Context: an optimization exercise on an open-source flow, tuned for small area and a short achievable clock period. The choices shown serve that exercise and are no tape-out recipe.
The RTL was checked by simulation tests, not by an equivalence proof against the original design.

v11:
## cordic_stage
module cordic_stage (clk, reset, X_i, Y_i, Z_i, X_O, Y_O, Z_O);
  input clk;
  input reset;
  input  signed [15:0] X_i;
  input  signed [15:0] Y_i;
  input  signed [15:0] Z_i;
  output signed [15:0] X_O;
  output signed [15:0] Y_O;
  output signed [15:0] Z_O;
  reg [16*15-1:0] ws;
  reg [16*15-1:0] vs;
  reg [14:0] q;
  reg [14:0] n;
  reg signed [13:0] z1;
  reg signed [13:0] z2;
  reg signed [12:0] z3;
  reg signed [11:0] z4;
  reg signed [10:0] z5;
  reg signed [9:0]  z6;
  reg signed [8:0]  z7;
  reg signed [7:0]  z8;
  reg signed [6:0]  z9;
  reg signed [5:0]  z10;
  reg signed [4:0]  z11;
  reg signed [3:0]  z12;
  reg signed [2:0]  z13;
  reg signed [1:0]  z14;
  reg               z15;
  reg               z15c, z15i;
  reg        [2:0]  zo;
  reg [15:0] xo, yo;
  reg [1:0]  wfl, vfl;
  wire qi = Z_i[15] ^ Z_i[14];
  always @(posedge clk) begin
    ws[15:0] <= X_i ^ {16{qi}};
    vs[15:0] <= Y_i ^ {16{Z_i[15]}};
    q[0]     <= qi;
    n[0]     <= Z_i[14];
    z1       <= {~Z_i[13], Z_i[12:0]};
  end
  wire [13:0] dnext = {z14[1], z13[2], z12[3], z11[4], z10[5], z9[6], z8[7],
                       z7[8], z6[9], z5[10], z4[11], z3[12], z2[13], z1[13]};
  wire signed [13:0] z2n;
  wire [15:0] w1n, v1n;
  cordic_iter #(.J(0), .WI(14), .WO(14), .A(4836)) it0 (.w(ws[15:0]), .v(vs[15:0]),
    .n(n[0]), .q(q[0]), .z(z1), .wo(w1n), .vo(v1n), .zo(z2n));
  wire signed [12:0] z3n;
  wire [15:0] w2n, v2n;
  cordic_iter #(.J(1), .WI(14), .WO(13), .A(2555)) it1 (.w(ws[31:16]), .v(vs[31:16]),
    .n(n[1]), .q(q[1]), .z(z2), .wo(w2n), .vo(v2n), .zo(z3n));
  wire signed [11:0] z4n;
  wire [15:0] w3n, v3n;
  cordic_iter #(.J(2), .WI(13), .WO(12), .A(1297)) it2 (.w(ws[47:32]), .v(vs[47:32]),
  ...
export LEC_CHECK = 0
export CAP_MARGIN = 20
export CORE_MARGIN = 2
export CORE_UTILIZATION = 40
export SETUP_SLACK_MARGIN = 1.2
export SLEW_MARGIN = 20
export SYNTH_HIERARCHICAL = 1
export SYNTH_MINIMUM_KEEP_SIZE = 0
create_clock -name core_clock -period 3.65 [get_ports {clk}]
run.sh (not shown) runs the stock make flow with config.mk's settings and CLKGATE_MAP_FILE= SYNTH_SCRIPT=/design/flow/synth_recipe.tcl, a recipe that flattens the netlist after the stock synthesis.
No stage failed in v11, and the final checks on the layout all came back clean.
[inputs] v12 vs v11
Settings: changing SETUP_SLACK_MARGIN from 1.2 to 1.0; setting CTS_CLUSTER_SIZE to 30 for the first time; setting CTS_CLUSTER_DIAMETER to 120 for the first time.
==> comparison <==
The final layout from v12, which completed every stage, passed the timing, DRC and antenna checks at the end of the flow. The critical path data required time of v12 and that of v11 are within noise of each other. v12 vs. v11: worst slew slack as a fraction of its limit now smaller, cell count now smaller, first-pass GRT wire length now smaller.

---

Setup of zinc:
cordic_stage, a different RTL version from the one above (not shown whole).
For scale: roughly 98 I/O pins, about 39000 um^2 of cells after synthesis.
Design cordic_stage, start of the top module:
module cordic_stage (clk, reset, X_i, Y_i, Z_i, X_O, Y_O, Z_O);
  input clk;
  input reset;
  input  signed [15:0] X_i;
  input  signed [15:0] Y_i;
  input  signed [15:0] Z_i;
  output signed [15:0] X_O;
  output signed [15:0] Y_O;
  output signed [15:0] Z_O;
  reg [16*15-1:0] ws;
  reg [16*15-1:0] vs;
  reg [14:0] q;
  reg [14:0] n;
  reg signed [13:0] z1;
  reg signed [13:0] z2;
  reg signed [12:0] z3;
  reg signed [11:0] z4;
  reg signed [10:0] z5;
  reg signed [9:0]  z6;
  reg signed [8:0]  z7;
  reg signed [7:0]  z8;
  reg signed [6:0]  z9;
  reg signed [5:0]  z10;
  reg signed [4:0]  z11;
  reg signed [3:0]  z12;
  reg signed [2:0]  z13;
  reg signed [1:0]  z14;
  reg               z15;
  reg               z15c, z15i;
  reg        [2:0]  zo;
  reg [15:0] xo, yo;
  reg [1:0]  wfl, vfl;
  reg [1:0]  k0x, k0y;
  reg        c1x;
  reg [1:0]  txr, tyr;
  wire qi = Z_i[15] ^ Z_i[14];
  always @(posedge clk) begin
  ...
make LEC_CHECK=0 CAP_MARGIN=20 CORE_MARGIN=2 CORE_UTILIZATION=40 CTS_CLUSTER_DIAMETER=100 CTS_CLUSTER_SIZE=22 SETUP_SLACK_MARGIN=1.4 SLEW_MARGIN=20 SYNTH_HIERARCHICAL=1 SYNTH_MINIMUM_KEEP_SIZE=0 finish   # period 3.65 ns
The following lists how ember was set up differently from zinc:
- putting ABC_AREA at 1 where nothing was set
- swapping 1.4 for 1.3 in SETUP_SLACK_MARGIN
## What came out
Changes observed in ember relative to zinc: via-per-instance ratio saw a decrease, number of cells on the critical path saw a decrease.
In the reports for ember and zinc, the smaller utilization of the core after routing belongs to ember.
zinc -> ember: average wire length per cell after detail routing decreased by a few percent
Per the comparison of ember with zinc, via count +about 40%, post-route cell area climbed 4800 um^2.
Changes in willow relative to ember:
- ABC_AREA: 1 -> unset
- SETUP_SLACK_MARGIN: 1.3 -> 1.2
--- outcome ---
- Global-route usage: willow vs ember down 3.2 points
- The minimum setup slack among reg-to-reg paths of willow is lower than that of ember.
- Looking only at sequential share of layout area, and setting everything else aside, the lower value of willow and ember goes to ember.
- Relative to ember, non-clock buffer count increased by 48 in willow.
- willow vs ember — critical path depth rose 7.
- willow vs ember, worst clock skew went down by 0.017 ns.

afterwards: timing with drivers on the ports:
Ports are ideal in the flow. The routed layouts listed here were re-timed in OpenROAD.
Step 1, drivers: a clkbuf_16 drives clk and a buf_2 each remaining input, both assumed.
Step 2 also shifts input and output timing later by t, the mid clock arrival at the registers, as if the neighbouring blocks saw the same clock.
a / b / c = no drivers / after step 1 / after step 2; a / b = the first two.
| run | t (ns) | setup WS [ns] | hold slack, ns | worst register clock-pin slew, ns |
|---|---|---|---|---|
| v11 | 0.684 | 0.968 / 0.968 / 0.968 | 0.325 / 0.325 / 0.325 | 0.06 / 0.06 |
| v12 | 0.680 | 0.977 / 0.977 / 0.977 | 0.339 / 0.339 / 0.339 | 0.12 / 0.12 |
| zinc | 0.649 | 1.272 / 1.272 / 1.272 | 0.333 / 0.333 / 0.333 | 0.09 / 0.09 |
| ember | 0.716 | 1.373 / 1.300 / 1.366 | 0.333 / 0.333 / 0.333 | 0.09 / 0.09 |
| willow | 0.655 | 1.266 / 1.266 / 1.266 | 0.332 / 0.332 / 0.332 | 0.10 / 0.10 |
After both steps setup and hold are still met in every run listed. For ember, which loses most, drivers alone change the setup slack by -0.073 ns; drivers and shift together by -0.007 ns.
